This design comes from an exercise in tuning for small area, a short achievable clock period and few clock cycles per item on the open sky130 flow, not from production work. RTL that was checked went through simulation tests only; none was proved equivalent to the original. No functional check of the RTL was part of run 3. No activity file was given, so power comes from the tool's default toggle rates.

<file path="design.v">
`timescale 1 ns / 1 ps
module sfa_mux4(
  input   wire  [ 3 : 0]   sel       ,
  input   wire  [ 3 : 0]   s_tvalid  ,
  input   wire  [31 : 0]   s0_tdata  ,
  input   wire  [31 : 0]   s1_tdata  ,
  input   wire  [31 : 0]   s2_tdata  ,
  input   wire  [31 : 0]   s3_tdata  ,
  output  wire  [ 3 : 0]   s_tready  ,
  input   wire             m_tready  ,
  output  wire             m_tvalid  ,
  output  wire  [31 : 0]   m_tdata
);
assign m_tvalid = |(sel & s_tvalid);
assign m_tdata  = ({32{sel[0]}} & s0_tdata) | ({32{sel[1]}} & s1_tdata) |
                  ({32{sel[2]}} & s2_tdata) | ({32{sel[3]}} & s3_tdata);
assign s_tready = sel & {4{m_tready}};
endmodule
`timescale 1 ns / 1 ps
module sfa_interconnect(
  output  wire            sn_tready     ,
  input   wire            sn_tvalid     ,
  input   wire  [31 : 0]  sn_tdata      ,
  output  wire            se_tready     ,
  input   wire            se_tvalid     ,
  input   wire  [31 : 0]  se_tdata      ,
  output  wire            ss_tready     ,
  input   wire            ss_tvalid     ,
  input   wire  [31 : 0]  ss_tdata      ,
  output  wire            sw_tready     ,
  input   wire            sw_tvalid     ,
  input   wire  [31 : 0]  sw_tdata      ,
  input   wire            mn_tready     ,
  output  wire            mn_tvalid     ,
  output  wire  [31 : 0]  mn_tdata      ,
  input   wire            me_tready     ,
  output  wire            me_tvalid     ,
  output  wire  [31 : 0]  me_tdata      ,
  input   wire            ms_tready     ,
  output  wire            ms_tvalid     ,
  output  wire  [31 : 0]  ms_tdata      ,
  input   wire            mw_tready     ,
  output  wire            mw_tvalid     ,
  output  wire  [31 : 0]  mw_tdata      ,
  input   wire            macc1_tready  ,
  output  wire            macc1_tvalid  ,
  output  wire  [31 : 0]  macc1_tdata   ,
  input   wire            macc2_tready  ,
  output  wire            macc2_tvalid  ,
  output  wire  [31 : 0]  macc2_tdata   ,
  output  wire            sacc_tready   ,
  input   wire            sacc_tvalid   ,
  input   wire  [31 : 0]  sacc_tdata    ,
  input   wire  [ 3 : 0]  selN          ,
  input   wire  [ 3 : 0]  selE          ,
  input   wire  [ 3 : 0]  selS          ,
  input   wire  [ 3 : 0]  selW          ,
  input   wire  [ 3 : 0]  selA1         ,
  input   wire  [ 3 : 0]  selA2
);
wire [3:0] rN, rE, rS, rW, rA1, rA2;
sfa_mux4 N_OUT_MUX (
  .sel(selN), .s_tvalid({sacc_tvalid, sw_tvalid, ss_tvalid, se_tvalid}),
  .s0_tdata(se_tdata), .s1_tdata(ss_tdata), .s2_tdata(sw_tdata), .s3_tdata(sacc_tdata),
  .s_tready(rN), .m_tready(mn_tready), .m_tvalid(mn_tvalid), .m_tdata(mn_tdata));
sfa_mux4 E_OUT_MUX (
  .sel(selE), .s_tvalid({sacc_tvalid, sw_tvalid, ss_tvalid, sn_tvalid}),
  .s0_tdata(sn_tdata), .s1_tdata(ss_tdata), .s2_tdata(sw_tdata), .s3_tdata(sacc_tdata),
  .s_tready(rE), .m_tready(me_tready), .m_tvalid(me_tvalid), .m_tdata(me_tdata));
sfa_mux4 S_OUT_MUX (
  .sel(selS), .s_tvalid({sacc_tvalid, sw_tvalid, se_tvalid, sn_tvalid}),
  .s0_tdata(sn_tdata), .s1_tdata(se_tdata), .s2_tdata(sw_tdata), .s3_tdata(sacc_tdata),
  .s_tready(rS), .m_tready(ms_tready), .m_tvalid(ms_tvalid), .m_tdata(ms_tdata));
sfa_mux4 W_OUT_MUX (
  .sel(selW), .s_tvalid({sacc_tvalid, ss_tvalid, se_tvalid, sn_tvalid}),
  .s0_tdata(sn_tdata), .s1_tdata(se_tdata), .s2_tdata(ss_tdata), .s3_tdata(sacc_tdata),
  .s_tready(rW), .m_tready(mw_tready), .m_tvalid(mw_tvalid), .m_tdata(mw_tdata));
sfa_mux4 ACC_IN1_MUX (
  .sel(selA1), .s_tvalid({sw_tvalid, ss_tvalid, se_tvalid, sn_tvalid}),
  .s0_tdata(sn_tdata), .s1_tdata(se_tdata), .s2_tdata(ss_tdata), .s3_tdata(sw_tdata),
  .s_tready(rA1), .m_tready(macc1_tready), .m_tvalid(macc1_tvalid), .m_tdata(macc1_tdata));
sfa_mux4 ACC_IN2_MUX (
  .sel(selA2), .s_tvalid({sw_tvalid, ss_tvalid, se_tvalid, sn_tvalid}),
  .s0_tdata(sn_tdata), .s1_tdata(se_tdata), .s2_tdata(ss_tdata), .s3_tdata(sw_tdata),
  .s_tready(rA2), .m_tready(macc2_tready), .m_tvalid(macc2_tvalid), .m_tdata(macc2_tdata));
assign sn_tready   = rE[0] | rS[0] | rW[0] | rA1[0] | rA2[0];
assign se_tready   = rN[0] | rS[1] | rW[1] | rA1[1] | rA2[1];
assign ss_tready   = rN[1] | rE[1] | rW[2] | rA1[2] | rA2[2];
assign sw_tready   = rN[2] | rE[2] | rS[2] | rA1[3] | rA2[3];
assign sacc_tready = rN[3] | rE[3] | rS[3] | rW[3];
endmodule
`timescale 1ns / 1ps
module sfa_control (
  output  wire             sCMD_tready   ,
  input   wire             sCMD_tvalid   ,
  input   wire  [31 : 0]   sCMD_tdata    ,
  input   wire             mRet_tready   ,
  output  wire             mRet_tvalid   ,
  output  wire  [31 : 0]   mRet_tdata    ,
  output  wire             start         ,
  output  wire             run           ,
  input   wire             fin1          ,
  input   wire             fin2          ,
  output  wire             ld1_mode      ,
  output  wire             ld1_index     ,
  output  wire             ld1_size      ,
  output  wire             ld2_mode      ,
  output  wire             ld2_index     ,
  output  wire             ld2_size      ,
  output  reg   [ 3 : 0]   selN          ,   
  output  reg   [ 3 : 0]   selE          ,   
  output  reg   [ 3 : 0]   selS          ,   
  output  reg   [ 3 : 0]   selW          ,   
  output  reg   [ 3 : 0]   selA1         ,   
  output  reg   [ 3 : 0]   selA2         ,   
  input   wire             ACLK          ,
  input   wire             ARESETN
);
  reg        busy;
  wire       take = sCMD_tvalid & ~busy;
  wire [7:0] op   = sCMD_tdata[31:24];
  assign sCMD_tready = ~busy;
  assign start       = take & (op == 8'h0A);
  assign run         = busy;
  assign mRet_tvalid = busy & fin1 & fin2;
  assign mRet_tdata  = 32'h0000FFFF;
  assign ld1_mode  = take & (op == 8'h11);
  assign ld1_index = take & (op == 8'h12);
  assign ld1_size  = take & (op == 8'h13);
  assign ld2_mode  = take & (op == 8'h21);
  assign ld2_index = take & (op == 8'h22);
  assign ld2_size  = take & (op == 8'h23);
  function [3:0] onehot;
    input [3:0] code;
    input [3:0] c0, c1, c2, c3;
    onehot = {code == c3, code == c2, code == c1, code == c0};
  endfunction
  always @(posedge ACLK) begin
    if (take & (op == 8'h01)) begin
      selA1 <= onehot(sCMD_tdata[23:20], 4'd1, 4'd2, 4'd3, 4'd4);
      selA2 <= onehot(sCMD_tdata[19:16], 4'd1, 4'd2, 4'd3, 4'd4);
      selN  <= onehot(sCMD_tdata[15:12], 4'd2, 4'd3, 4'd4, 4'd5);
      selE  <= onehot(sCMD_tdata[11: 8], 4'd1, 4'd3, 4'd4, 4'd5);
      selS  <= onehot(sCMD_tdata[ 7: 4], 4'd1, 4'd2, 4'd4, 4'd5);
      selW  <= onehot(sCMD_tdata[ 3: 0], 4'd1, 4'd2, 4'd3, 4'd5);
    end
  end
  always @(posedge ACLK) begin
    if (!ARESETN)
      busy <= 1'b0;
    else if (start)
      busy <= 1'b1;
    else if (mRet_tvalid & mRet_tready)
      busy <= 1'b0;
  end
endmodule
`timescale 1 ns / 1 ps
module sfa_bif(
  output wire             bram_en       ,
  output wire  [ 3 : 0]   bram_we       ,
  output wire  [31 : 0]   bram_addr     ,
  output wire  [31 : 0]   bram_din      ,
  input  wire  [31 : 0]   bram_dout     ,
  output wire             sBIF_tready   ,
  input  wire             sBIF_tvalid   ,
  input  wire  [31 : 0]   sBIF_tdata    ,
  input  wire  [ 3 : 0]   sBIF_sel      ,
  input  wire  [ 3 : 0]   sBIF_srcv     ,
  input  wire             mBIF_tready   ,
  output wire             mBIF_tvalid   ,
  output wire  [31 : 0]   mBIF_tdata    ,
  input  wire  [ 4 : 0]   mBIF_sel      ,
  input  wire  [ 4 : 0]   mBIF_rdy      ,
  input  wire             start         ,
  input  wire             run           ,
  output wire             fin           ,
  input  wire             ld_mode       ,
  input  wire             ld_index      ,
  input  wire             ld_size       ,
  input  wire  [23 : 0]   cfg           ,
  input  wire             ACLK          ,
  input  wire             ARESETN
);
reg             mode ;
reg   [11 : 0]  addr ;
reg   [12 : 0]  cnt  ;
reg             nz   ;    
reg             last ;    
reg             v    ;
wire rarm = run & ~mode & nz;
wire warm = run &  mode & nz;
wire en   = ~(run & ~mode & v) | (|(mBIF_sel & mBIF_rdy));
wire rd0  = start & ~mode & nz;      
wire rd   = (rarm & en) | rd0;
wire wr   = warm & sBIF_tvalid;
wire step = rd | wr;
assign sBIF_tready = warm;
assign mBIF_tvalid = v;
assign mBIF_tdata  = bram_dout;
assign bram_en     = en;
assign bram_we     = {4{warm}};
assign bram_addr   = {18'd0, addr, 2'd0};
assign bram_din    = sBIF_tdata;
assign fin         = (~nz & ~v) | (warm & last & (|(sBIF_sel & sBIF_srcv)));
always @(posedge ACLK) begin
  if (ld_mode)
    mode <= cfg[0];
  if (ld_index)
    addr <= cfg[11:0];
  else if (step)
    addr <= addr + 12'd1;
  if (ld_size) begin
    cnt  <= cfg[12:0];
    nz   <= |cfg[12:0];
    last <= (cfg[12:0] == 13'd1);
  end
  else if (step) begin
    cnt  <= cnt - 13'd1;
    nz   <= ~last;
    last <= (cnt == 13'd2);
  end
end
always @(posedge ACLK) begin
  if (!ARESETN)
    v <= 1'b0;
  else
    v <= en ? rd : v;
end
endmodule
`timescale 1 ns / 1 ps
module sfa_switch #(
  parameter ROW = 0,
  parameter COL = 0,
  parameter VWIRE = 0,
  parameter HWIRE = 0
)(
  output  wire            sv_tready     ,
  input   wire            sv_tvalid     ,
  input   wire  [31 : 0]  sv_tdata      ,
  input   wire            mv_tready     ,
  output  wire            mv_tvalid     ,
  output  wire  [31 : 0]  mv_tdata      ,
  output  wire            sh_tready     ,
  input   wire            sh_tvalid     ,
  input   wire  [31 : 0]  sh_tdata      ,
  input   wire            mh_tready     ,
  output  wire            mh_tvalid     ,
  output  wire  [31 : 0]  mh_tdata      ,
  input   wire            macc1_tready  ,
  output  wire            macc1_tvalid  ,
  output  wire  [31 : 0]  macc1_tdata   ,
  input   wire            macc2_tready  ,
  output  wire            macc2_tvalid  ,
  output  wire  [31 : 0]  macc2_tdata   ,
  output  wire            sacc_tready   ,
  input   wire            sacc_tvalid   ,
  input   wire  [31 : 0]  sacc_tdata    ,
  output  wire            sCMD_tready   ,
  input   wire            sCMD_tvalid   ,
  input   wire  [31 : 0]  sCMD_tdata    ,
  input   wire            mRet_tready   ,
  output  wire            mRet_tvalid   ,
  output  wire  [31 : 0]  mRet_tdata    ,
  output  wire            bram1_en      ,
  output  wire  [ 3 : 0]  bram1_we      ,
  output  wire  [31 : 0]  bram1_addr    ,
  output  wire  [31 : 0]  bram1_din     ,
  input   wire  [31 : 0]  bram1_dout    ,
  output  wire            bram2_en      ,
  output  wire  [ 3 : 0]  bram2_we      ,
  output  wire  [31 : 0]  bram2_addr    ,
  output  wire  [31 : 0]  bram2_din     ,
  input   wire  [31 : 0]  bram2_dout    ,
  input   wire            ACLK          ,
  input   wire            ARESETN
);
wire [3:0] selN, selE, selS, selW, selA1, selA2;
wire       start, run, fin1, fin2;
wire       ld1_mode, ld1_index, ld1_size, ld2_mode, ld2_index, ld2_size;
wire        b1r_tready, b1r_tvalid;  wire [31:0] b1r_tdata;
wire        b1w_tready, b1w_tvalid;  wire [31:0] b1w_tdata;
wire        b2r_tready, b2r_tvalid;  wire [31:0] b2r_tdata;
wire        b2w_tready, b2w_tvalid;  wire [31:0] b2w_tdata;
wire        sn_tready, sn_tvalid;  wire [31:0] sn_tdata;
wire        se_tready, se_tvalid;  wire [31:0] se_tdata;
wire        ss_tready, ss_tvalid;  wire [31:0] ss_tdata;
wire        sw_tready, sw_tvalid;  wire [31:0] sw_tdata;
wire        mn_tready, mn_tvalid;  wire [31:0] mn_tdata;
wire        me_tready, me_tvalid;  wire [31:0] me_tdata;
wire        ms_tready, ms_tvalid;  wire [31:0] ms_tdata;
wire        mw_tready, mw_tvalid;  wire [31:0] mw_tdata;
generate
if (ROW == 0) begin : g_row0
  assign sn_tvalid = b1r_tvalid;  assign sn_tdata = b1r_tdata;  assign b1r_tready = sn_tready;
  assign b1w_tvalid = mn_tvalid;  assign b1w_tdata = mn_tdata;  assign mn_tready = b1w_tready;
  assign ss_tvalid = sv_tvalid;   assign ss_tdata = sv_tdata;   assign sv_tready = ss_tready;
  assign mv_tvalid = ms_tvalid;   assign mv_tdata = ms_tdata;   assign ms_tready = mv_tready;
end
else begin : g_row1
  assign ss_tvalid = b1r_tvalid;  assign ss_tdata = b1r_tdata;  assign b1r_tready = ss_tready;
  assign b1w_tvalid = ms_tvalid;  assign b1w_tdata = ms_tdata;  assign ms_tready = b1w_tready;
  assign sn_tvalid = sv_tvalid;   assign sn_tdata = sv_tdata;   assign sv_tready = sn_tready;
  assign mv_tvalid = mn_tvalid;   assign mv_tdata = mn_tdata;   assign mn_tready = mv_tready;
end
if (COL == 0) begin : g_col0
  assign sw_tvalid = b2r_tvalid;  assign sw_tdata = b2r_tdata;  assign b2r_tready = sw_tready;
  assign b2w_tvalid = mw_tvalid;  assign b2w_tdata = mw_tdata;  assign mw_tready = b2w_tready;
  assign se_tvalid = sh_tvalid;   assign se_tdata = sh_tdata;   assign sh_tready = se_tready;
  assign mh_tvalid = me_tvalid;   assign mh_tdata = me_tdata;   assign me_tready = mh_tready;
end
else begin : g_col1
  assign se_tvalid = b2r_tvalid;  assign se_tdata = b2r_tdata;  assign b2r_tready = se_tready;
  assign b2w_tvalid = me_tvalid;  assign b2w_tdata = me_tdata;  assign me_tready = b2w_tready;
  assign sw_tvalid = sh_tvalid;   assign sw_tdata = sh_tdata;   assign sh_tready = sw_tready;
  assign mh_tvalid = mw_tvalid;   assign mh_tdata = mw_tdata;   assign mw_tready = mh_tready;
end
endgenerate
wire [3:0] b1w_sel, b1w_srcv, b2w_sel, b2w_srcv;
wire slowN = (ROW == 1) && (VWIRE != 0);
wire slowS = (ROW == 0) && (VWIRE != 0);
wire slowE = (COL == 0) && (HWIRE != 0);
wire slowW = (COL == 1) && (HWIRE != 0);
wire [3:0] b1w_slow, b2w_slow;
wire [4:0] b1r_sel, b1r_rdy, b2r_sel, b2r_rdy;
generate
if (ROW == 0) begin : g_t1n
  assign b1w_sel  = selN;
  assign b1w_srcv = {sacc_tvalid, sw_tvalid, ss_tvalid, se_tvalid};
  assign b1w_slow = {1'b0, slowW, slowS, slowE};
  assign b1r_sel  = {selA2[0], selA1[0], selW[0], selS[0], selE[0]};
  assign b1r_rdy  = {macc2_tready, macc1_tready, mw_tready, ms_tready, me_tready};
end
else begin : g_t1s
  assign b1w_sel  = selS;
  assign b1w_srcv = {sacc_tvalid, sw_tvalid, se_tvalid, sn_tvalid};
  assign b1w_slow = {1'b0, slowW, slowE, slowN};
  assign b1r_sel  = {selA2[2], selA1[2], selW[2], selE[1], selN[1]};
  assign b1r_rdy  = {macc2_tready, macc1_tready, mw_tready, me_tready, mn_tready};
end
if (COL == 0) begin : g_t2w
  assign b2w_sel  = selW;
  assign b2w_srcv = {sacc_tvalid, ss_tvalid, se_tvalid, sn_tvalid};
  assign b2w_slow = {1'b0, slowS, slowE, slowN};
  assign b2r_sel  = {selA2[3], selA1[3], selS[2], selE[2], selN[2]};
  assign b2r_rdy  = {macc2_tready, macc1_tready, ms_tready, me_tready, mn_tready};
end
else begin : g_t2e
  assign b2w_sel  = selE;
  assign b2w_srcv = {sacc_tvalid, sw_tvalid, ss_tvalid, sn_tvalid};
  assign b2w_slow = {1'b0, slowW, slowS, slowN};
  assign b2r_sel  = {selA2[1], selA1[1], selW[1], selS[1], selN[0]};
  assign b2r_rdy  = {macc2_tready, macc1_tready, mw_tready, ms_tready, mn_tready};
end
endgenerate
sfa_interconnect u_interconnect(
  .sn_tready(sn_tready), .sn_tvalid(sn_tvalid), .sn_tdata(sn_tdata),
  .se_tready(se_tready), .se_tvalid(se_tvalid), .se_tdata(se_tdata),
  .ss_tready(ss_tready), .ss_tvalid(ss_tvalid), .ss_tdata(ss_tdata),
  .sw_tready(sw_tready), .sw_tvalid(sw_tvalid), .sw_tdata(sw_tdata),
  .mn_tready(mn_tready), .mn_tvalid(mn_tvalid), .mn_tdata(mn_tdata),
  .me_tready(me_tready), .me_tvalid(me_tvalid), .me_tdata(me_tdata),
  .ms_tready(ms_tready), .ms_tvalid(ms_tvalid), .ms_tdata(ms_tdata),
  .mw_tready(mw_tready), .mw_tvalid(mw_tvalid), .mw_tdata(mw_tdata),
  .macc1_tready(macc1_tready), .macc1_tvalid(macc1_tvalid), .macc1_tdata(macc1_tdata),
  .macc2_tready(macc2_tready), .macc2_tvalid(macc2_tvalid), .macc2_tdata(macc2_tdata),
  .sacc_tready(sacc_tready), .sacc_tvalid(sacc_tvalid), .sacc_tdata(sacc_tdata),
  .selN(selN), .selE(selE), .selS(selS), .selW(selW), .selA1(selA1), .selA2(selA2)
);
sfa_control u_control(
  .sCMD_tready(sCMD_tready), .sCMD_tvalid(sCMD_tvalid), .sCMD_tdata(sCMD_tdata),
  .mRet_tready(mRet_tready), .mRet_tvalid(mRet_tvalid), .mRet_tdata(mRet_tdata),
  .start(start), .run(run), .fin1(fin1), .fin2(fin2),
  .ld1_mode(ld1_mode), .ld1_index(ld1_index), .ld1_size(ld1_size),
  .ld2_mode(ld2_mode), .ld2_index(ld2_index), .ld2_size(ld2_size),
  .selN(selN), .selE(selE), .selS(selS), .selW(selW), .selA1(selA1), .selA2(selA2),
  .ACLK(ACLK), .ARESETN(ARESETN)
);
sfa_bif u_bif1(
  .bram_en(bram1_en), .bram_we(bram1_we), .bram_addr(bram1_addr),
  .bram_din(bram1_din), .bram_dout(bram1_dout),
  .sBIF_tready(b1w_tready), .sBIF_tvalid(b1w_tvalid), .sBIF_tdata(b1w_tdata),
  .sBIF_sel(b1w_sel), .sBIF_srcv(b1w_srcv & ~b1w_slow),
  .mBIF_tready(b1r_tready), .mBIF_tvalid(b1r_tvalid), .mBIF_tdata(b1r_tdata),
  .mBIF_sel(b1r_sel), .mBIF_rdy(b1r_rdy),
  .start(start), .run(run), .fin(fin1),
  .ld_mode(ld1_mode), .ld_index(ld1_index), .ld_size(ld1_size), .cfg(sCMD_tdata[23:0]),
  .ACLK(ACLK), .ARESETN(ARESETN)
);
sfa_bif u_bif2(
  .bram_en(bram2_en), .bram_we(bram2_we), .bram_addr(bram2_addr),
  .bram_din(bram2_din), .bram_dout(bram2_dout),
  .sBIF_tready(b2w_tready), .sBIF_tvalid(b2w_tvalid), .sBIF_tdata(b2w_tdata),
  .sBIF_sel(b2w_sel), .sBIF_srcv(b2w_srcv & ~b2w_slow),
  .mBIF_tready(b2r_tready), .mBIF_tvalid(b2r_tvalid), .mBIF_tdata(b2r_tdata),
  .mBIF_sel(b2r_sel), .mBIF_rdy(b2r_rdy),
  .start(start), .run(run), .fin(fin2),
  .ld_mode(ld2_mode), .ld_index(ld2_index), .ld_size(ld2_size), .cfg(sCMD_tdata[23:0]),
  .ACLK(ACLK), .ARESETN(ARESETN)
);
endmodule
`timescale 1 ns / 1 ps
module sfa_link #(
  parameter KIND = 3
)(
  output  wire            s_tready      ,
  input   wire            s_tvalid      ,
  input   wire  [31 : 0]  s_tdata       ,
  input   wire            m_tready      ,
  output  wire            m_tvalid      ,
  output  wire  [31 : 0]  m_tdata       ,
  input   wire            ACLK          ,
  input   wire            ARESETN
);
generate
if (KIND == 0) begin : g_wire
  assign s_tready = m_tready;
  assign m_tvalid = s_tvalid;
  assign m_tdata  = s_tdata;
end
else if (KIND == 1) begin : g_fwd
  reg             out_valid;
  reg   [31 : 0]  out_data;
  assign s_tready = ~out_valid | m_tready;
  assign m_tvalid = out_valid;
  assign m_tdata  = out_data;
  always @(posedge ACLK) begin
    if (!ARESETN)
      out_valid <= 1'b0;
    else if (s_tready)
      out_valid <= s_tvalid;
  end
  always @(posedge ACLK) begin
    if (s_tready)
      out_data <= s_tdata;
  end
end
else if (KIND == 2) begin : g_rdy
  reg             skid_valid;
  reg   [31 : 0]  skid_data;
  assign s_tready = ~skid_valid;
  assign m_tvalid = skid_valid | s_tvalid;
  assign m_tdata  = skid_valid ? skid_data : s_tdata;
  always @(posedge ACLK) begin
    if (!ARESETN)
      skid_valid <= 1'b0;
    else if (skid_valid)
      skid_valid <= ~m_tready;
    else
      skid_valid <= s_tvalid & ~m_tready;
  end
  always @(posedge ACLK) begin
    if (~skid_valid)
      skid_data <= s_tdata;
  end
end
else begin : g_slice
  reg             out_valid ;
  reg   [31 : 0]  out_data  ;
  reg             skid_valid;
  reg   [31 : 0]  skid_data ;
  assign s_tready = ~skid_valid;
  assign m_tvalid = out_valid;
  assign m_tdata  = out_data;
  always @(posedge ACLK) begin
    if (!ARESETN) begin
      out_valid  <= 1'b0;
      skid_valid <= 1'b0;
    end
    else begin
      if (~out_valid | m_tready) begin
        if (skid_valid) begin
          out_valid  <= 1'b1;
          out_data   <= skid_data;
          skid_valid <= 1'b0;
        end
        else begin
          out_valid  <= s_tvalid;
          out_data   <= s_tdata;
        end
      end
      else if (s_tvalid & ~skid_valid) begin
        skid_valid <= 1'b1;
        skid_data  <= s_tdata;
      end
    end
  end
end
endgenerate
endmodule
`timescale 1 ns / 1 ps
module sfa_2x2(
  input   wire            u_switch_00_macc1_tready,
  output  wire            u_switch_00_macc1_tvalid,
  output  wire  [31 : 0]  u_switch_00_macc1_tdata ,
  input   wire            u_switch_00_macc2_tready,
  output  wire            u_switch_00_macc2_tvalid,
  output  wire  [31 : 0]  u_switch_00_macc2_tdata ,
  output  wire            u_switch_00_sacc_tready ,
  input   wire            u_switch_00_sacc_tvalid ,
  input   wire  [31 : 0]  u_switch_00_sacc_tdata  ,
  output  wire            u_switch_00_sCMD_tready ,
  input   wire            u_switch_00_sCMD_tvalid ,
  input   wire  [31 : 0]  u_switch_00_sCMD_tdata  ,
  input   wire            u_switch_00_mRet_tready ,
  output  wire            u_switch_00_mRet_tvalid ,
  output  wire  [31 : 0]  u_switch_00_mRet_tdata  ,
  input   wire            u_switch_01_macc1_tready,
  output  wire            u_switch_01_macc1_tvalid,
  output  wire  [31 : 0]  u_switch_01_macc1_tdata ,
  input   wire            u_switch_01_macc2_tready,
  output  wire            u_switch_01_macc2_tvalid,
  output  wire  [31 : 0]  u_switch_01_macc2_tdata ,
  output  wire            u_switch_01_sacc_tready ,
  input   wire            u_switch_01_sacc_tvalid ,
  input   wire  [31 : 0]  u_switch_01_sacc_tdata  ,
  output  wire            u_switch_01_sCMD_tready ,
  input   wire            u_switch_01_sCMD_tvalid ,
  input   wire  [31 : 0]  u_switch_01_sCMD_tdata  ,
  input   wire            u_switch_01_mRet_tready ,
  output  wire            u_switch_01_mRet_tvalid ,
  output  wire  [31 : 0]  u_switch_01_mRet_tdata  ,
  input   wire            u_switch_10_macc1_tready,
  output  wire            u_switch_10_macc1_tvalid,
  output  wire  [31 : 0]  u_switch_10_macc1_tdata ,
  input   wire            u_switch_10_macc2_tready,
  output  wire            u_switch_10_macc2_tvalid,
  output  wire  [31 : 0]  u_switch_10_macc2_tdata ,
  output  wire            u_switch_10_sacc_tready ,
  input   wire            u_switch_10_sacc_tvalid ,
  input   wire  [31 : 0]  u_switch_10_sacc_tdata  ,
  output  wire            u_switch_10_sCMD_tready ,
  input   wire            u_switch_10_sCMD_tvalid ,
  input   wire  [31 : 0]  u_switch_10_sCMD_tdata  ,
  input   wire            u_switch_10_mRet_tready ,
  output  wire            u_switch_10_mRet_tvalid ,
  output  wire  [31 : 0]  u_switch_10_mRet_tdata  ,
  input   wire            u_switch_11_macc1_tready,
  output  wire            u_switch_11_macc1_tvalid,
  output  wire  [31 : 0]  u_switch_11_macc1_tdata ,
  input   wire            u_switch_11_macc2_tready,
  output  wire            u_switch_11_macc2_tvalid,
  output  wire  [31 : 0]  u_switch_11_macc2_tdata ,
  output  wire            u_switch_11_sacc_tready ,
  input   wire            u_switch_11_sacc_tvalid ,
  input   wire  [31 : 0]  u_switch_11_sacc_tdata  ,
  output  wire            u_switch_11_sCMD_tready ,
  input   wire            u_switch_11_sCMD_tvalid ,
  input   wire  [31 : 0]  u_switch_11_sCMD_tdata  ,
  input   wire            u_switch_11_mRet_tready ,
  output  wire            u_switch_11_mRet_tvalid ,
  output  wire  [31 : 0]  u_switch_11_mRet_tdata  ,
  output  wire            u_bif_00_1_bram_en     ,
  output  wire  [ 3 : 0]  u_bif_00_1_bram_we     ,
  output  wire  [31 : 0]  u_bif_00_1_bram_addr   ,
  output  wire  [31 : 0]  u_bif_00_1_bram_din    ,
  input   wire  [31 : 0]  u_bif_00_1_bram_dout   ,
  output  wire            u_bif_00_2_bram_en     ,
  output  wire  [ 3 : 0]  u_bif_00_2_bram_we     ,
  output  wire  [31 : 0]  u_bif_00_2_bram_addr   ,
  output  wire  [31 : 0]  u_bif_00_2_bram_din    ,
  input   wire  [31 : 0]  u_bif_00_2_bram_dout   ,
  output  wire            u_bif_01_1_bram_en     ,
  output  wire  [ 3 : 0]  u_bif_01_1_bram_we     ,
  output  wire  [31 : 0]  u_bif_01_1_bram_addr   ,
  output  wire  [31 : 0]  u_bif_01_1_bram_din    ,
  input   wire  [31 : 0]  u_bif_01_1_bram_dout   ,
  output  wire            u_bif_01_2_bram_en     ,
  output  wire  [ 3 : 0]  u_bif_01_2_bram_we     ,
  output  wire  [31 : 0]  u_bif_01_2_bram_addr   ,
  output  wire  [31 : 0]  u_bif_01_2_bram_din    ,
  input   wire  [31 : 0]  u_bif_01_2_bram_dout   ,
  output  wire            u_bif_10_1_bram_en     ,
  output  wire  [ 3 : 0]  u_bif_10_1_bram_we     ,
  output  wire  [31 : 0]  u_bif_10_1_bram_addr   ,
  output  wire  [31 : 0]  u_bif_10_1_bram_din    ,
  input   wire  [31 : 0]  u_bif_10_1_bram_dout   ,
  output  wire            u_bif_10_2_bram_en     ,
  output  wire  [ 3 : 0]  u_bif_10_2_bram_we     ,
  output  wire  [31 : 0]  u_bif_10_2_bram_addr   ,
  output  wire  [31 : 0]  u_bif_10_2_bram_din    ,
  input   wire  [31 : 0]  u_bif_10_2_bram_dout   ,
  output  wire            u_bif_11_1_bram_en     ,
  output  wire  [ 3 : 0]  u_bif_11_1_bram_we     ,
  output  wire  [31 : 0]  u_bif_11_1_bram_addr   ,
  output  wire  [31 : 0]  u_bif_11_1_bram_din    ,
  input   wire  [31 : 0]  u_bif_11_1_bram_dout   ,
  output  wire            u_bif_11_2_bram_en     ,
  output  wire  [ 3 : 0]  u_bif_11_2_bram_we     ,
  output  wire  [31 : 0]  u_bif_11_2_bram_addr   ,
  output  wire  [31 : 0]  u_bif_11_2_bram_din    ,
  input   wire  [31 : 0]  u_bif_11_2_bram_dout   ,
  input   wire            ACLK,
  input   wire            ARESETN
);
  localparam K_00_01 = 3;
  localparam K_01_00 = 0;
  localparam K_10_11 = 0;
  localparam K_11_10 = 3;
  localparam K_00_10 = 3;
  localparam K_10_00 = 0;
  localparam K_01_11 = 0;
  localparam K_11_01 = 3;
  wire            l00_01_s_tready;
  wire            l00_01_s_tvalid;
  wire  [31 : 0]  l00_01_s_tdata;
  wire            l00_01_m_tready;
  wire            l00_01_m_tvalid;
  wire  [31 : 0]  l00_01_m_tdata;
  wire            l01_00_s_tready;
  wire            l01_00_s_tvalid;
  wire  [31 : 0]  l01_00_s_tdata;
  wire            l01_00_m_tready;
  wire            l01_00_m_tvalid;
  wire  [31 : 0]  l01_00_m_tdata;
  wire            l10_11_s_tready;
  wire            l10_11_s_tvalid;
  wire  [31 : 0]  l10_11_s_tdata;
  wire            l10_11_m_tready;
  wire            l10_11_m_tvalid;
  wire  [31 : 0]  l10_11_m_tdata;
  wire            l11_10_s_tready;
  wire            l11_10_s_tvalid;
  wire  [31 : 0]  l11_10_s_tdata;
  wire            l11_10_m_tready;
  wire            l11_10_m_tvalid;
  wire  [31 : 0]  l11_10_m_tdata;
  wire            l00_10_s_tready;
  wire            l00_10_s_tvalid;
  wire  [31 : 0]  l00_10_s_tdata;
  wire            l00_10_m_tready;
  wire            l00_10_m_tvalid;
  wire  [31 : 0]  l00_10_m_tdata;
  wire            l10_00_s_tready;
  wire            l10_00_s_tvalid;
  wire  [31 : 0]  l10_00_s_tdata;
  wire            l10_00_m_tready;
  wire            l10_00_m_tvalid;
  wire  [31 : 0]  l10_00_m_tdata;
  wire            l01_11_s_tready;
  wire            l01_11_s_tvalid;
  wire  [31 : 0]  l01_11_s_tdata;
  wire            l01_11_m_tready;
  wire            l01_11_m_tvalid;
  wire  [31 : 0]  l01_11_m_tdata;
  wire            l11_01_s_tready;
  wire            l11_01_s_tvalid;
  wire  [31 : 0]  l11_01_s_tdata;
  wire            l11_01_m_tready;
  wire            l11_01_m_tvalid;
  wire  [31 : 0]  l11_01_m_tdata;
  sfa_link #(.KIND(K_00_01)) u_link_00_01 (
    .s_tready(l00_01_s_tready), .s_tvalid(l00_01_s_tvalid), .s_tdata(l00_01_s_tdata),
    .m_tready(l00_01_m_tready), .m_tvalid(l00_01_m_tvalid), .m_tdata(l00_01_m_tdata),
    .ACLK(ACLK), .ARESETN(ARESETN));
  sfa_link #(.KIND(K_01_00)) u_link_01_00 (
    .s_tready(l01_00_s_tready), .s_tvalid(l01_00_s_tvalid), .s_tdata(l01_00_s_tdata),
    .m_tready(l01_00_m_tready), .m_tvalid(l01_00_m_tvalid), .m_tdata(l01_00_m_tdata),
    .ACLK(ACLK), .ARESETN(ARESETN));
  sfa_link #(.KIND(K_10_11)) u_link_10_11 (
    .s_tready(l10_11_s_tready), .s_tvalid(l10_11_s_tvalid), .s_tdata(l10_11_s_tdata),
    .m_tready(l10_11_m_tready), .m_tvalid(l10_11_m_tvalid), .m_tdata(l10_11_m_tdata),
    .ACLK(ACLK), .ARESETN(ARESETN));
  sfa_link #(.KIND(K_11_10)) u_link_11_10 (
    .s_tready(l11_10_s_tready), .s_tvalid(l11_10_s_tvalid), .s_tdata(l11_10_s_tdata),
    .m_tready(l11_10_m_tready), .m_tvalid(l11_10_m_tvalid), .m_tdata(l11_10_m_tdata),
    .ACLK(ACLK), .ARESETN(ARESETN));
  sfa_link #(.KIND(K_00_10)) u_link_00_10 (
    .s_tready(l00_10_s_tready), .s_tvalid(l00_10_s_tvalid), .s_tdata(l00_10_s_tdata),
    .m_tready(l00_10_m_tready), .m_tvalid(l00_10_m_tvalid), .m_tdata(l00_10_m_tdata),
    .ACLK(ACLK), .ARESETN(ARESETN));
  sfa_link #(.KIND(K_10_00)) u_link_10_00 (
    .s_tready(l10_00_s_tready), .s_tvalid(l10_00_s_tvalid), .s_tdata(l10_00_s_tdata),
    .m_tready(l10_00_m_tready), .m_tvalid(l10_00_m_tvalid), .m_tdata(l10_00_m_tdata),
    .ACLK(ACLK), .ARESETN(ARESETN));
  sfa_link #(.KIND(K_01_11)) u_link_01_11 (
    .s_tready(l01_11_s_tready), .s_tvalid(l01_11_s_tvalid), .s_tdata(l01_11_s_tdata),
    .m_tready(l01_11_m_tready), .m_tvalid(l01_11_m_tvalid), .m_tdata(l01_11_m_tdata),
    .ACLK(ACLK), .ARESETN(ARESETN));
  sfa_link #(.KIND(K_11_01)) u_link_11_01 (
    .s_tready(l11_01_s_tready), .s_tvalid(l11_01_s_tvalid), .s_tdata(l11_01_s_tdata),
    .m_tready(l11_01_m_tready), .m_tvalid(l11_01_m_tvalid), .m_tdata(l11_01_m_tdata),
    .ACLK(ACLK), .ARESETN(ARESETN));
  sfa_switch #(.ROW(0), .COL(0), .VWIRE(1), .HWIRE(1)) u_switch_00 (
    .sv_tready(l10_00_m_tready), .sv_tvalid(l10_00_m_tvalid), .sv_tdata(l10_00_m_tdata),
    .mv_tready(l00_10_s_tready), .mv_tvalid(l00_10_s_tvalid), .mv_tdata(l00_10_s_tdata),
    .sh_tready(l01_00_m_tready), .sh_tvalid(l01_00_m_tvalid), .sh_tdata(l01_00_m_tdata),
    .mh_tready(l00_01_s_tready), .mh_tvalid(l00_01_s_tvalid), .mh_tdata(l00_01_s_tdata),
    .macc1_tready(u_switch_00_macc1_tready), .macc1_tvalid(u_switch_00_macc1_tvalid), .macc1_tdata(u_switch_00_macc1_tdata),
    .macc2_tready(u_switch_00_macc2_tready), .macc2_tvalid(u_switch_00_macc2_tvalid), .macc2_tdata(u_switch_00_macc2_tdata),
    .sacc_tready(u_switch_00_sacc_tready), .sacc_tvalid(u_switch_00_sacc_tvalid), .sacc_tdata(u_switch_00_sacc_tdata),
    .sCMD_tready(u_switch_00_sCMD_tready), .sCMD_tvalid(u_switch_00_sCMD_tvalid), .sCMD_tdata(u_switch_00_sCMD_tdata),
    .mRet_tready(u_switch_00_mRet_tready), .mRet_tvalid(u_switch_00_mRet_tvalid), .mRet_tdata(u_switch_00_mRet_tdata),
    .bram1_en(u_bif_00_1_bram_en), .bram1_we(u_bif_00_1_bram_we), .bram1_addr(u_bif_00_1_bram_addr),
    .bram1_din(u_bif_00_1_bram_din), .bram1_dout(u_bif_00_1_bram_dout),
    .bram2_en(u_bif_00_2_bram_en), .bram2_we(u_bif_00_2_bram_we), .bram2_addr(u_bif_00_2_bram_addr),
    .bram2_din(u_bif_00_2_bram_din), .bram2_dout(u_bif_00_2_bram_dout),
    .ACLK(ACLK), .ARESETN(ARESETN));
  sfa_switch #(.ROW(0), .COL(1), .VWIRE(0), .HWIRE(0)) u_switch_01 (
    .sv_tready(l11_01_m_tready), .sv_tvalid(l11_01_m_tvalid), .sv_tdata(l11_01_m_tdata),
    .mv_tready(l01_11_s_tready), .mv_tvalid(l01_11_s_tvalid), .mv_tdata(l01_11_s_tdata),
    .sh_tready(l00_01_m_tready), .sh_tvalid(l00_01_m_tvalid), .sh_tdata(l00_01_m_tdata),
    .mh_tready(l01_00_s_tready), .mh_tvalid(l01_00_s_tvalid), .mh_tdata(l01_00_s_tdata),
    .macc1_tready(u_switch_01_macc1_tready), .macc1_tvalid(u_switch_01_macc1_tvalid), .macc1_tdata(u_switch_01_macc1_tdata),
    .macc2_tready(u_switch_01_macc2_tready), .macc2_tvalid(u_switch_01_macc2_tvalid), .macc2_tdata(u_switch_01_macc2_tdata),
    .sacc_tready(u_switch_01_sacc_tready), .sacc_tvalid(u_switch_01_sacc_tvalid), .sacc_tdata(u_switch_01_sacc_tdata),
    .sCMD_tready(u_switch_01_sCMD_tready), .sCMD_tvalid(u_switch_01_sCMD_tvalid), .sCMD_tdata(u_switch_01_sCMD_tdata),
    .mRet_tready(u_switch_01_mRet_tready), .mRet_tvalid(u_switch_01_mRet_tvalid), .mRet_tdata(u_switch_01_mRet_tdata),
    .bram1_en(u_bif_01_1_bram_en), .bram1_we(u_bif_01_1_bram_we), .bram1_addr(u_bif_01_1_bram_addr),
    .bram1_din(u_bif_01_1_bram_din), .bram1_dout(u_bif_01_1_bram_dout),
    .bram2_en(u_bif_01_2_bram_en), .bram2_we(u_bif_01_2_bram_we), .bram2_addr(u_bif_01_2_bram_addr),
    .bram2_din(u_bif_01_2_bram_din), .bram2_dout(u_bif_01_2_bram_dout),
    .ACLK(ACLK), .ARESETN(ARESETN));
  sfa_switch #(.ROW(1), .COL(0), .VWIRE(0), .HWIRE(0)) u_switch_10 (
    .sv_tready(l00_10_m_tready), .sv_tvalid(l00_10_m_tvalid), .sv_tdata(l00_10_m_tdata),
    .mv_tready(l10_00_s_tready), .mv_tvalid(l10_00_s_tvalid), .mv_tdata(l10_00_s_tdata),
    .sh_tready(l11_10_m_tready), .sh_tvalid(l11_10_m_tvalid), .sh_tdata(l11_10_m_tdata),
    .mh_tready(l10_11_s_tready), .mh_tvalid(l10_11_s_tvalid), .mh_tdata(l10_11_s_tdata),
    .macc1_tready(u_switch_10_macc1_tready), .macc1_tvalid(u_switch_10_macc1_tvalid), .macc1_tdata(u_switch_10_macc1_tdata),
    .macc2_tready(u_switch_10_macc2_tready), .macc2_tvalid(u_switch_10_macc2_tvalid), .macc2_tdata(u_switch_10_macc2_tdata),
    .sacc_tready(u_switch_10_sacc_tready), .sacc_tvalid(u_switch_10_sacc_tvalid), .sacc_tdata(u_switch_10_sacc_tdata),
    .sCMD_tready(u_switch_10_sCMD_tready), .sCMD_tvalid(u_switch_10_sCMD_tvalid), .sCMD_tdata(u_switch_10_sCMD_tdata),
    .mRet_tready(u_switch_10_mRet_tready), .mRet_tvalid(u_switch_10_mRet_tvalid), .mRet_tdata(u_switch_10_mRet_tdata),
    .bram1_en(u_bif_10_1_bram_en), .bram1_we(u_bif_10_1_bram_we), .bram1_addr(u_bif_10_1_bram_addr),
    .bram1_din(u_bif_10_1_bram_din), .bram1_dout(u_bif_10_1_bram_dout),
    .bram2_en(u_bif_10_2_bram_en), .bram2_we(u_bif_10_2_bram_we), .bram2_addr(u_bif_10_2_bram_addr),
    .bram2_din(u_bif_10_2_bram_din), .bram2_dout(u_bif_10_2_bram_dout),
    .ACLK(ACLK), .ARESETN(ARESETN));
  sfa_switch #(.ROW(1), .COL(1), .VWIRE(1), .HWIRE(1)) u_switch_11 (
    .sv_tready(l01_11_m_tready), .sv_tvalid(l01_11_m_tvalid), .sv_tdata(l01_11_m_tdata),
    .mv_tready(l11_01_s_tready), .mv_tvalid(l11_01_s_tvalid), .mv_tdata(l11_01_s_tdata),
    .sh_tready(l10_11_m_tready), .sh_tvalid(l10_11_m_tvalid), .sh_tdata(l10_11_m_tdata),
    .mh_tready(l11_10_s_tready), .mh_tvalid(l11_10_s_tvalid), .mh_tdata(l11_10_s_tdata),
    .macc1_tready(u_switch_11_macc1_tready), .macc1_tvalid(u_switch_11_macc1_tvalid), .macc1_tdata(u_switch_11_macc1_tdata),
    .macc2_tready(u_switch_11_macc2_tready), .macc2_tvalid(u_switch_11_macc2_tvalid), .macc2_tdata(u_switch_11_macc2_tdata),
    .sacc_tready(u_switch_11_sacc_tready), .sacc_tvalid(u_switch_11_sacc_tvalid), .sacc_tdata(u_switch_11_sacc_tdata),
    .sCMD_tready(u_switch_11_sCMD_tready), .sCMD_tvalid(u_switch_11_sCMD_tvalid), .sCMD_tdata(u_switch_11_sCMD_tdata),
    .mRet_tready(u_switch_11_mRet_tready), .mRet_tvalid(u_switch_11_mRet_tvalid), .mRet_tdata(u_switch_11_mRet_tdata),
    .bram1_en(u_bif_11_1_bram_en), .bram1_we(u_bif_11_1_bram_we), .bram1_addr(u_bif_11_1_bram_addr),
    .bram1_din(u_bif_11_1_bram_din), .bram1_dout(u_bif_11_1_bram_dout),
    .bram2_en(u_bif_11_2_bram_en), .bram2_we(u_bif_11_2_bram_we), .bram2_addr(u_bif_11_2_bram_addr),
    .bram2_din(u_bif_11_2_bram_din), .bram2_dout(u_bif_11_2_bram_dout),
    .ACLK(ACLK), .ARESETN(ARESETN));
endmodule
</file>
<file path="flow/run.sh">
#!/bin/bash
# Standard layout (standard.sh), with plain buf_1 cells as the port buffers
# and pins placed one track apart so that a smaller die holds them.
set -o pipefail
export BUFFER_PORTS_ARGS="-buffer_cell sky130_fd_sc_hd__buf_1"
export PLACE_PINS_ARGS="-min_distance 1 -min_distance_in_tracks"
bash standard.sh > standard.log 2>&1
</file>
<file path="standard.sh">
#!/bin/bash
# synth_recipe.tcl (not shown) runs the flow's synth.tcl, then flattens the netlist and writes it again
# the make line also repeats each setting of config.mk as NAME=value (left out here)
make -C /OpenROAD-flow-scripts/flow DESIGN_CONFIG=/design/flow/config.mk WORK_HOME=/design/flow/orfs CLKGATE_MAP_FILE= SYNTH_SCRIPT=/design/flow/synth_recipe.tcl "${@:-finish}"
</file>
<file path="config.mk">
export PLATFORM = sky130hd
export DESIGN_NAME = sfa_2x2
export DESIGN_NICKNAME = sfa_2x2
export VERILOG_FILES = /design/flow/design.v
export SDC_FILE = /design/flow/constraint.sdc
export NUM_CORES = 8
export LEC_CHECK = 0
export CAP_MARGIN = 20
export CORE_AREA = 5 5 395 395
export DIE_AREA = 0 0 400 400
export PLACE_DENSITY = 0.6
export SETUP_SLACK_MARGIN = 3.4
export SLEW_MARGIN = 60
</file>
<file path="constraint.sdc">
create_clock -name core_clock -period 8.0 [get_ports {ACLK}]
set_input_delay 1.6000 -clock core_clock [delete_from_list [all_inputs] [get_ports {ACLK}]]
set_output_delay 1.6000 -clock core_clock [all_outputs]
set_load 0.01 [all_outputs]
</file>
==> run_results.csv, run 1 <==
group,metric,value,unit
cts,root_buffer,"clkbuf_16",
layout,seqCellArea,17700,um2
synth,synth_edf_count,576,
drt,drt_iter0_drc,12300,
global_routing,grt_use_total,33.9,%
synth,synth.most_common_cell,"nand2_1",
hold_path,hold_path_class,"reg -> reg",
pwr,irDropWorstVdd,164,uV
cts,hold_buffers,0,
synth,synth_top_area_share,38.0,%
synth,ys_warn_count,3,
floorplanning,row_count,143,
layout,stdcell_area,54800,um2
drt,drc,0,
floorplanning,dieArea,160000,um2
sta,period_minus_slack,4.62,ns
synth,synth_cells,5216,
placed_design,place_area,51100,um2
setup_path,crit_cells,8,
drt,wirelength,292,mm
outcome,status,"complete, no violations",
drt,num_vias,52900,
synth,syn_area_per_cell,8.72,um2
global_routing,grt_pass1_wl,383,mm
run,cap_violations,0,
setup_path,worstPathArrival,3.02,ns
floorplanning,die_x,400,um
setup_path,crit_path_start_kind,"input port",
pwr,power.leakage,20.3,nW
cts,cts_num_sinks,596,
floorplanning,core_region_area,152000,um2
sta,fin_setup_tns,0,ns
global_routing,grt_max_degree,39,
cts,clkSlewWorstSetupHoldPaths,0.06,ns
drt,dr.pass1.iters,16,
sta,report.final.slew_viol_count,0,
synth,synth_area_leaders,"edfxtp_1, a22oi_1, nand2_1",
hold_path,whs_path_depth,1,
sta,fin_ws,3.38,ns
synth,ys_ff_latch,596,
layout,finalNetCount,6753,
cts,cts_buffers,79,
sta,setup_viol_count_final,0,
drt,drt.antenna.violating_nets,0,
placed_design,port_buffers,1201,
global_routing,antenna_found_initial,118,
floorplanning,die_y,400,um
global_routing,overflow,0,
sta,whs,0.523,ns
setup_path,cp_max_fo,4,
cts,clock_latency,0.72,ns
placed_design,post-place-ws,3.09,ns
floorplanning,pin_count,1490,
synth,synth_cell_types,55,
layout,layoutNonFillerInstCount,8406,
setup_path,path_common_cell,"buf_8",
sta,skew,0.0527,ns
synth,synth_area,45500,um2
layout,utilization,36.1,%
sta,hold_violations,0,
pwr,power.density,152,nW/um2
sta,clock.fmax,216,MHz
layout,multi_input_area,25100,um2
pwr,finalPower,8.32,mW
placed_design,dp_hpwl,213,mm
cts,cts_tree,"yes",
setup_path,worst_path_largest_cell_delay,0.33,ns
setup_path,cp_cell_sequence,"buf_8, a222oi_1, nand2_2, buf_8, buf_6, a221oi_4, inv_1, buf_2",
layout,syn_to_final_growth,20.3,%
drt,viasPerCell,6.29,
sta,rsz0062_at_grt,"yes",
synth,yosys_most_used_dff,"edfxtp_1",
floorplanning,start_util,30.0,%
drt,drt-wirelength-per-cell,34.7,um
setup_path,cp-end-kind,"primary output",
synth,yosys.area.top_type,"edfxtp_1",
setup_path,critPathBufInv,5,
setup_path,slowest_stage,"a222oi_1",
cts,cts_max_level,3,
setup_path,ff2ff_path_depth,7,
sta,timing.slew.headroom,56.5,%
setup_path,worstSetupPathType,"in -> out",
global_routing,grt_pass1_vias,46900,
placed_design,gp_congestion,1.02,
sta,worst_pin_slew,0.653,ns
synth,synth_seq_area_share,38.9,%
layout,fillers,15900,
cts,cts_buffer_depth,3,
sta,fin_crit_sh,57.8,%
synth,async_flop_share,0,%
layout,drive_above_1_share,10.2,%
setup_path,crit_family,"compound AO/OA/AOI/OAI gates",
synth,ys_top_cells_by_count,"nand2_1, a22oi_1, edfxtp_1, clkbuf_1, a222oi_1",
setup_path,cp.required,6.40,ns
placed_design,dpl.cell_count,8117,
[cell families after synthesis]
group,share of synthesized area (%)
AND/OR/NAND/NOR,18.8
AO/OA/AOI/OAI,25.5
buffers and inverters,9.63
flip-flops,38.9
XOR/XNOR,3.04
multiplexers,3.42
adder cells (fa/ha/maj),0.660
other,0.0165
[where the power goes]
part           leakage, nW  internal [mW]  switching, mW
combinational         13.4          0.269          0.734
clock                 1.33           2.21           1.61
sequential            5.58           3.44         0.0697
[cells in the final DEF (no fill, tap or decap), types with 15 or more instances in the layout]
cell type and count:
inv_1 34, diode_2 116, mux2_2 136, a222oi_1 400, nand3_1 72, nand2_2 65, edfxtp_1 576, and3_1 46
nand2_1 1215, a22oi_2 17, xor2_1 76, nor2_1 299, nand4_1 30, buf_1 1171, nor4bb_1 18, nor4b_1 42
nand2b_1 27, a31oi_1 15, nor4_1 17, ha_1 24, a22oi_1 783, buf_4 180, conb_1 288, a21oi_1 195
clkbuf_16 79, dfxtp_1 20, xnor2_1 82, nor3_1 43, buf_2 30, clkinv_2 16
[repair_timing]
item / in CTS / in global routing
buffers inserted: 5 / 18
endpoints found under the setup margin: 33 / 107
endpoints found under the hold margin: 0 / 0
resized for setup: 25 / 79
pin swaps: 6 / 39
gates cloned: 0 / 0
[final cells by class]
class / count / area share, %
multi-input combinational: 4067 / 45.8
antenna: 116 / 0.530
sequential: 596 / 32.3
tap: 2030 / 4.64
timing repair buffer: 1416 / 11.5
clock buffer: 87 / 3.67
clock inverter: 59 / 1.33
inverter: 35 / 0.240
[registers in the layout, indices dropped and copies added, names as in the netlist, 13 cells and up]
register and cells:
u_link_11_01.genblk1.genblk1.g_slice.skid_data 32, u_link_00_01.genblk1.genblk1.g_slice.out_data 32, u_link_00_10.genblk1.genblk1.g_slice.out_data 32, u_switch_10.u_bif1.cnt 13, u_switch_00.u_bif1.cnt 13, u_switch_00.u_bif2.cnt 13, u_switch_01.u_bif1.cnt 13, u_switch_01.u_bif2.cnt 13
u_link_11_01.genblk1.genblk1.g_slice.out_data 32, u_link_00_01.genblk1.genblk1.g_slice.skid_data 32, u_switch_11.u_bif1.cnt 13, u_switch_10.u_bif2.cnt 13, u_switch_11.u_bif2.cnt 13, u_link_11_10.genblk1.genblk1.g_slice.out_data 32, u_link_00_10.genblk1.genblk1.g_slice.skid_data 32, u_link_11_10.genblk1.genblk1.g_slice.skid_data 32
[worst paths after layout]
| kind | start | end | slack [ns] |
|---|---|---|---|
| setup / recovery | u_switch_00_macc1_tready | u_bif_10_1_bram_en | 3.38 |
| hold / removal | u_link_00_01.genblk1.genblk1.g_slice.skid_data[12] | u_link_00_01.genblk1.genblk1.g_slice.out_data[12] | 0.52 |
| setup reg to reg | u_switch_11.u_control.selA1[3] | u_link_00_10.genblk1.genblk1.g_slice.skid_data[20] | 4.63 |
| hold reg to reg | u_link_00_01.genblk1.genblk1.g_slice.skid_data[12] | u_link_00_01.genblk1.genblk1.g_slice.out_data[12] | 0.52 |
[per-layer routing]
layer	track usage, %	wire length (um)
met2	49.5	122000
met3	12.7	40900
met5	2.99	294
met4	25.2	27700
met1	40.2	101000
Testbench counts, summed over its fixed seeds: cycles 75,747, words 73,380.
==> run 2: changes to the inputs <==
--- a/config.mk
+++ b/config.mk
@@ -7,6 +7,8 @@
 export LEC_CHECK = 0
 export CAP_MARGIN = 20
 export CORE_AREA = 5 5 395 395
+export CTS_CLUSTER_DIAMETER = 80
+export CTS_CLUSTER_SIZE = 25
 export DIE_AREA = 0 0 400 400
 export PLACE_DENSITY = 0.6
 export SETUP_SLACK_MARGIN = 3.4
==> run_results.csv, run 2 <==
group,metric,value,unit
outcome,status,"complete, no violations",
global_routing,grt_use_total,33.7,%
sta,rsz0062_at_grt,"yes",
drt,drt-wirelength-per-cell,34.8,um
setup_path,crit_path_start_kind,"input port",
synth,yosys.area_share.simple,18.8,%
drt,viasPerCell,6.31,
drt,wirelength,290,mm
hold_path,hold_path_class,"reg -> reg",
placed_design,post-place-ws,3.09,ns
sta,period_minus_slack,4.63,ns
sta,whs,0.516,ns
layout,seqCellArea,17700,um2
synth,synth-compound-area-share,25.5,%
layout,utilization,35.5,%
synth,synth_edf_count,576,
setup_path,endpoint,"u_bif_10_1_bram_en",
synth,yosys.area.top_type,"edfxtp_1",
layout,syn_to_final_growth,18.3,%
setup_path,cp.required,6.40,ns
cts,cts_num_sinks,596,
sta,worst_pin_slew,0.662,ns
floorplanning,die_x,400,um
layout,fillers,16000,
floorplanning,row_count,143,
drt,drc,0,
synth,synth_area,45500,um2
sta,report.final.slew_viol_count,0,
synth,synth_top_area_share,38.0,%
setup_path,cp_cell_sequence,"buf_6, a222oi_1, nand2_2, buf_6, buf_6, a221oi_4, inv_1, buf_2",
setup_path,reg2reg_slack,4.60,ns
sta,clock.fmax,216,MHz
placed_design,dp_hpwl,213,mm
placed_design,port_buffers,1201,
setup_path,cp_max_fo,4,
synth,ys_top_cells_by_count,"nand2_1, a22oi_1, edfxtp_1, clkbuf_1, a222oi_1",
synth,synthXorXnorAreaFrac,3.04,%
setup_path,critPathBufInv,5,
sta,timing.slew.headroom,55.9,%
synth,async_flop_share,0,%
layout,drive_above_1_share,9.62,%
global_routing,antenna_found_initial,119,
synth,ys_warn_count,3,
drt,drt_iter0_drc,11900,
global_routing,grt_pass1_vias,46400,
synth,synth_cell_types,55,
floorplanning,die_y,400,um
placed_design,dpl.cell_count,8117,
setup_path,slowest_stage,"a222oi_1",
setup_path,worstPathArrival,3.03,ns
layout,layoutNonFillerInstCount,8341,
setup_path,regToRegStartpoint,"u_switch_11.u_control.selA1[3]",
sta,hold_violations,0,
floorplanning,dieArea,160000,um2
placed_design,gp_congestion,1.02,
setup_path,path_common_cell,"buf_6",
setup_path,crit_family,"compound AO/OA/AOI/OAI gates",
cts,cts_buffers,51,
run,cap_violations,0,
sta,fin_crit_sh,57.9,%
synth,synth_top_family_by_area,"compound AO/OA/AOI/OAI gates",
global_routing,overflow,0,
setup_path,worstSetupPathType,"in -> out",
cts,clock_latency,0.70,ns
pwr,irDropWorstVdd,153,uV
setup_path,crit_cells,8,
sta,skew,0.0546,ns
pwr,power.leakage,19.8,nW
drt,drt.antenna.violating_nets,0,
synth,ys_ff_latch,596,
layout,stdcell_area,53800,um2
sta,setup_viol_count_final,0,
setup_path,cp-end-kind,"primary output",
sta,fin_ws,3.37,ns
placed_design,place_area,51100,um2
cts,hold_buffers,0,
cts,root_buffer,"clkbuf_16",
cts,cts_tree,"yes",
layout,final_common_cell,"nand2_1",
synth,synth.most_common_cell,"nand2_1",
setup_path,ff2ff_path_depth,7,
layout,multi_input_area,25100,um2
drt,num_vias,52600,
floorplanning,core_region_area,152000,um2
setup_path,reg2reg_to,"u_link_00_10.genblk1.genblk1.g_slice.skid_data[12]",
floorplanning,start_util,30.0,%
synth,synth_fa_ha_area_share,0.660,%
synth,synth_area_leaders,"edfxtp_1, a22oi_1, nand2_1",
cts,clkSlewWorstSetupHoldPaths,0.09,ns
sta,fin_setup_tns,0,ns
pwr,power.density,138,nW/um2
setup_path,cp-startpoint,"u_switch_00_macc1_tready",
synth,synth_mux_area_share,3.42,%
synth,synth_cells,5216,
layout,final_cell_mix,"nand2_1, buf_1, a22oi_1",
synth,syn_area_per_cell,8.72,um2
synth,yosys_most_used_dff,"edfxtp_1",
synth,synth_seq_area_share,38.9,%
global_routing,grt_max_degree,39,
cts,cts_buffer_depth,3,
pwr,finalPower,7.41,mW
drt,dr.pass1.iters,17,
global_routing,grt_pass1_wl,382,mm
floorplanning,pin_count,1490,
setup_path,worst_path_largest_cell_delay,0.35,ns
layout,finalNetCount,6721,
cts,cts_max_level,2,
## run 2: changes by cell type in the layout (fill, tap and decap cells not counted), sizes merged
cell      change
clkbuf       -34
clkinv       -23
inv          +14
diode        -10
bufinv        -8
clkinvlp      -3
buf           -1
## run 2: where the power goes
part	internal, mW	total, mW	switching, mW	leakage (nW)
Combinational	0.268	1.00	0.732	13.3
Clock	1.40	2.91	1.51	0.912
Sequential	3.43	3.50	0.0697	5.58
Total	5.10	7.41	2.31	19.8
## run 2: cell type report
class                           instances  area share, %
Antenna cell                          106          0.493
Clock buffer                           56           2.44
Clock inverter                         39           1.07
Inverter                               35          0.244
Multi-Input combinational cell       4067           46.6
Sequential cell                       596           32.9
Tap cell                             2030           4.72
Timing Repair Buffer                 1412           11.6
## run 2: kinds of logic (layout without fill, tap and decap cells)
family | Yosys count | in the layout
AND/OR/NAND/NOR | 1980 | 1980
flip-flops | 596 | 596
XOR/XNOR | 158 | 158
AO/OA/AOI/OAI | 1479 | 1479
multiplexers | 138 | 138
other | 2 | 394
buffers and inverters | 839 | 1542
adder cells (fa/ha/maj) | 24 | 24
## run 2: how the worst min path moves through the flow
stage | start | endpoint | slack (ns) | depth (start not counted)
CTS | u_link_11_10.genblk1.genblk1.g_slice.skid_data[16] | u_link_11_10.genblk1.genblk1.g_slice.out_data[16] | 0.53 | 1
detailed placement | u_link_11_10.genblk1.genblk1.g_slice.skid_data[11] | u_link_11_10.genblk1.genblk1.g_slice.out_data[11] | 0.53 | 1
global placement | u_link_11_01.genblk1.genblk1.g_slice.skid_data[29] | u_link_11_01.genblk1.genblk1.g_slice.out_data[29] | 0.53 | 1
finish | u_link_11_10.genblk1.genblk1.g_slice.skid_data[16] | u_link_11_10.genblk1.genblk1.g_slice.out_data[16] | 0.52 | 1
global route | u_link_11_10.genblk1.genblk1.g_slice.skid_data[16] | u_link_11_10.genblk1.genblk1.g_slice.out_data[16] | 0.54 | 1
floorplan | u_link_00_01.genblk1.genblk1.g_slice.skid_data[0] | u_link_00_01.genblk1.genblk1.g_slice.out_data[0] | 0.52 | 1
## run 2: layer usage
metal	up-vias	track usage, %	wire length, um
met5	-	2.19	92
met4	14	23.8	26700
met3	1072	12.6	41000
met2	4847	50.0	122000
met1	25200	39.9	99700
li1	21500	-	-
## run 2: timing repair
item                                   CTS  global route
endpoints found under the hold margin    0             0
gates resized for setup                 26            74
pin swaps                                6            38
setup buffers                            5            13
setup endpoints to repair               33           100
## run 2: worst register-to-register path, cell delays in order, from the launching register on
cell	delay, ns
edfxtp_1	0.36
buf_4	0.30
a222oi_1	0.56
nand2_2	0.22
a221oi_1	0.47
buf_4	0.26
and4_1	0.49
buf_4	0.43
==> run 3: changes to the inputs <==
--- a/design.v
+++ b/design.v
@@ -593,12 +593,12 @@
   input   wire            ARESETN
 );
   localparam K_00_01 = 3;
-  localparam K_01_00 = 0;
-  localparam K_10_11 = 0;
+  localparam K_01_00 = 3;
+  localparam K_10_11 = 3;
   localparam K_11_10 = 3;
   localparam K_00_10 = 3;
-  localparam K_10_00 = 0;
-  localparam K_01_11 = 0;
+  localparam K_10_00 = 3;
+  localparam K_01_11 = 3;
   localparam K_11_01 = 3;
   wire            l00_01_s_tready;
   wire            l00_01_s_tvalid;
@@ -680,7 +680,7 @@
     .s_tready(l11_01_s_tready), .s_tvalid(l11_01_s_tvalid), .s_tdata(l11_01_s_tdata),
     .m_tready(l11_01_m_tready), .m_tvalid(l11_01_m_tvalid), .m_tdata(l11_01_m_tdata),
     .ACLK(ACLK), .ARESETN(ARESETN));
-  sfa_switch #(.ROW(0), .COL(0), .VWIRE(1), .HWIRE(1)) u_switch_00 (
+  sfa_switch #(.ROW(0), .COL(0), .VWIRE(0), .HWIRE(0)) u_switch_00 (
     .sv_tready(l10_00_m_tready), .sv_tvalid(l10_00_m_tvalid), .sv_tdata(l10_00_m_tdata),
     .mv_tready(l00_10_s_tready), .mv_tvalid(l00_10_s_tvalid), .mv_tdata(l00_10_s_tdata),
     .sh_tready(l01_00_m_tready), .sh_tvalid(l01_00_m_tvalid), .sh_tdata(l01_00_m_tdata),
@@ -725,7 +725,7 @@
     .bram2_en(u_bif_10_2_bram_en), .bram2_we(u_bif_10_2_bram_we), .bram2_addr(u_bif_10_2_bram_addr),
     .bram2_din(u_bif_10_2_bram_din), .bram2_dout(u_bif_10_2_bram_dout),
     .ACLK(ACLK), .ARESETN(ARESETN));
-  sfa_switch #(.ROW(1), .COL(1), .VWIRE(1), .HWIRE(1)) u_switch_11 (
+  sfa_switch #(.ROW(1), .COL(1), .VWIRE(0), .HWIRE(0)) u_switch_11 (
     .sv_tready(l01_11_m_tready), .sv_tvalid(l01_11_m_tvalid), .sv_tdata(l01_11_m_tdata),
     .mv_tready(l11_01_s_tready), .mv_tvalid(l11_01_s_tvalid), .mv_tdata(l11_01_s_tdata),
     .sh_tready(l10_11_m_tready), .sh_tvalid(l10_11_m_tvalid), .sh_tdata(l10_11_m_tdata),
--- a/config.mk
+++ b/config.mk
@@ -7,9 +7,7 @@
 export LEC_CHECK = 0
 export CAP_MARGIN = 20
 export CORE_AREA = 5 5 395 395
-export CTS_CLUSTER_DIAMETER = 80
-export CTS_CLUSTER_SIZE = 25
 export DIE_AREA = 0 0 400 400
 export PLACE_DENSITY = 0.6
-export SETUP_SLACK_MARGIN = 3.4
+export SETUP_SLACK_MARGIN = 4.0
 export SLEW_MARGIN = 60
==> run_results.csv, run 3 <==
group,metric,value,unit
layout,fillers,14700,
cts,hold_buffers,0,
setup_path,cp-end-kind,"primary output",
global_routing,overflow,0,
setup_path,cp_max_fo,4,
synth,synth_seq_area_share,45.5,%
cts,cts_tree,"yes",
pwr,p_sw,2.61,mW
layout,final_cell_mix,"a22oi_1, buf_1, edfxtp_1",
synth,synth_top_area_share,44.5,%
pwr,power.density,156,nW/um2
synth,synth.most_common_cell,"a22oi_1",
drt,drt-wirelength-per-cell,33.5,um
global_routing,grt_pass1_vias,51800,
pwr,comb_power_share,7.0,%
layout,seqCellArea,25600,um2
floorplanning,pin_count,1490,
hold_path,hold_path_class,"reg -> reg",
placed_design,gp_congestion,1.03,
cts,clkSlewWorstSetupHoldPaths,0.06,ns
floorplanning,row_count,143,
global_routing,grt_max_degree,40,
drt,drt.antenna.violating_nets,0,
pwr,seqPwrFrac,47.4,%
drt,drc,0,
sta,hold_violations,0,
synth,yosys_most_used_dff,"edfxtp_1",
sta,setup_viol_count_final,0,
layout,syn_to_final_growth,18.9,%
setup_path,worstPathArrival,2.51,ns
sta,clock.fmax,243,MHz
cts,cts_buffers,102,
sta,period_minus_slack,4.11,ns
floorplanning,die_x,400,um
sta,rsz0062_at_grt,"yes",
drt,wirelength,297,mm
outcome,status,"complete, no violations",
synth,synth_edf_count,832,
setup_path,crit_path_start_kind,"input port",
layout,drive_above_1_share,14.4,%
floorplanning,core_region_area,152000,um2
floorplanning,die_y,400,um
synth,synth_area,56100,um2
synth,synth_cell_types,62,
synth,synth_area_leaders,"edfxtp_1, a22oi_1, nand2_1",
cts,cts_buffer_depth,3,
setup_path,worstSetupPathType,"in -> out",
drt,num_vias,57300,
synth,async_flop_share,0,%
global_routing,antenna_found_initial,42,
pwr,p_int,7.78,mW
sta,timing.slew.headroom,58.0,%
placed_design,dp_hpwl,212,mm
floorplanning,start_util,37.0,%
sta,fin_crit_sh,51.3,%
synth,ys_ff_latch,860,
pwr,power.leakage,20.9,nW
cts,cts_max_level,3,
setup_path,cp.required,6.40,ns
drt,dr.pass1.iters,7,
cts,cts_num_sinks,860,
sta,fin_setup_tns,0,ns
synth,ys_warn_count,3,
pwr,irDropWorstVdd,181,uV
layout,multi_input_area,28100,um2
pwr,finalPower,10.4,mW
layout,finalNetCount,7261,
sta,skew,0.0901,ns
sta,worst_pin_slew,0.622,ns
pwr,netSwitchingFraction,25.1,%
layout,utilization,44.0,%
drt,drt_iter0_drc,8165,
placed_design,port_buffers,1201,
synth,synth_cells,5699,
synth,ys_top_cells_by_count,"a22oi_1, nand2_1, edfxtp_1, clkbuf_1, buf_4",
cts,clock_latency,0.76,ns
pwr,clkPwrFrac,45.6,%
global_routing,grt_use_total,34.8,%
synth,syn_area_per_cell,9.85,um2
floorplanning,dieArea,160000,um2
sta,report.final.slew_viol_count,0,
cts,root_buffer,"clkbuf_16",
drt,viasPerCell,6.46,
run,cap_violations,0,
synth,yosys.area.top_type,"edfxtp_1",
global_routing,grt_pass1_wl,402,mm
layout,final_common_cell,"a22oi_1",
==> run 3: changes by cell type in the layout (fill, tap and decap cells not counted), sizes merged, moves of 37 or more <==
cell | previous run | this run
a222oi | 400 | 0
a22oi | 800 | 1592
clkbuf | 66 | 175
clkinv | 15 | 52
diode | 106 | 46
edfxtp | 576 | 832
mux2 | 137 | 264
nand2 | 1291 | 872
==> run 3: path summary, 6_finish.rpt <==
| path | from | to | slack [ns] | cells after the start |
|---|---|---|---|---|
| min reg2reg | u_link_01_00.genblk1.genblk1.g_slice.skid_data[6] | u_link_01_00.genblk1.genblk1.g_slice.out_data[6] | 0.52 | 1 |
| max | u_switch_11_sacc_tvalid | u_switch_11_mRet_tvalid | 3.89 | 6 |
| min | u_link_01_00.genblk1.genblk1.g_slice.skid_data[6] | u_link_01_00.genblk1.genblk1.g_slice.out_data[6] | 0.52 | 1 |
| max reg2reg | u_switch_01.u_control.selS[1] | u_switch_01.u_bif2.cnt[6] | 4.31 | 19 |
==> run 3: cells by family after synthesis <==
group | Yosys count | share of synthesized area [%]
AOI/OAI and AO/OA | 1891 | 24.5
and+or+nand+nor | 1615 | 13.5
buffers and inverters | 880 | 8.10
DFF | 860 | 45.5
muxes | 264 | 5.30
xor gates and xnor gates | 163 | 2.54
adders and majority gates | 24 | 0.535
other | 2 | 0.0134
==> run 3: area by class of cell <==
| cell class | count | area share (%) |
|---|---|---|
| multi-input cells | 4245 | 42.0 |
| flip-flops and latches | 860 | 38.3 |
| repair buffers | 1443 | 10.4 |
| clock buffers | 115 | 3.93 |
| well taps | 2030 | 3.81 |
| clock inverters | 76 | 1.09 |
| inverters | 51 | 0.287 |
| diodes | 46 | 0.172 |
==> run 3: power by group through the flow <==
stage	clock [mW]	sequential, mW	combinational [mW]
global route	4.98	4.92	0.763
CTS	4.81	4.92	0.682
finish	4.74	4.92	0.728
detailed placement	0	5.02	0.667
floorplan	0	5.01	0.392
global placement	0	5.02	0.640
==> run 3: stage by stage <==
step                      hold WS (ns)  instance area [um2]  cells  setup WS [ns]
after floorplan                  0.523                57300   5985           4.08
after global placement           0.527                61000   8514           3.51
after detailed placement         0.530                61900   8568           3.64
after CTS                        0.510                66000   8805           3.90
after global routing             0.542                66700   8845           3.86
final                            0.522                66700   8866           3.89
==> run 3: layer usage <==
| layer | global-route usage [%] | vias to the layer above | wire, um |
|---|---|---|---|
| met4 | 21.5 | 10 | 23400 |
| met1 | 45.5 | 28100 | 114000 |
| met5 | 0.0308 | - | 54 |
| met2 | 51.7 | 4646 | 127000 |
| li1 | - | 23500 | - |
| met3 | 8.74 | 1005 | 33300 |
==> run 3: timing repair <==
item / CTS / global route
pin swaps: 25 / 32
hold endpoints to repair: 0 / 0
resized for setup: 141 / 127
buffers inserted: 46 / 11
setup endpoints to repair: 64 / 151
==> run 3: critical path, cell delays in order <==
cell,delay (ns)
buf_12,0.11
a22oi_2,0.15
a21boi_2,0.09
a31o_2,0.27
and2_4,0.16
buf_6,0.11

Setup slack of run 3, layout unchanged: 3.893 ns with ideal ports, 3.801 ns with driving cells assumed (clock clkbuf_16, inputs buf_2), 3.408 ns with port delays also shifted by the 0.792 ns mid clock arrival.
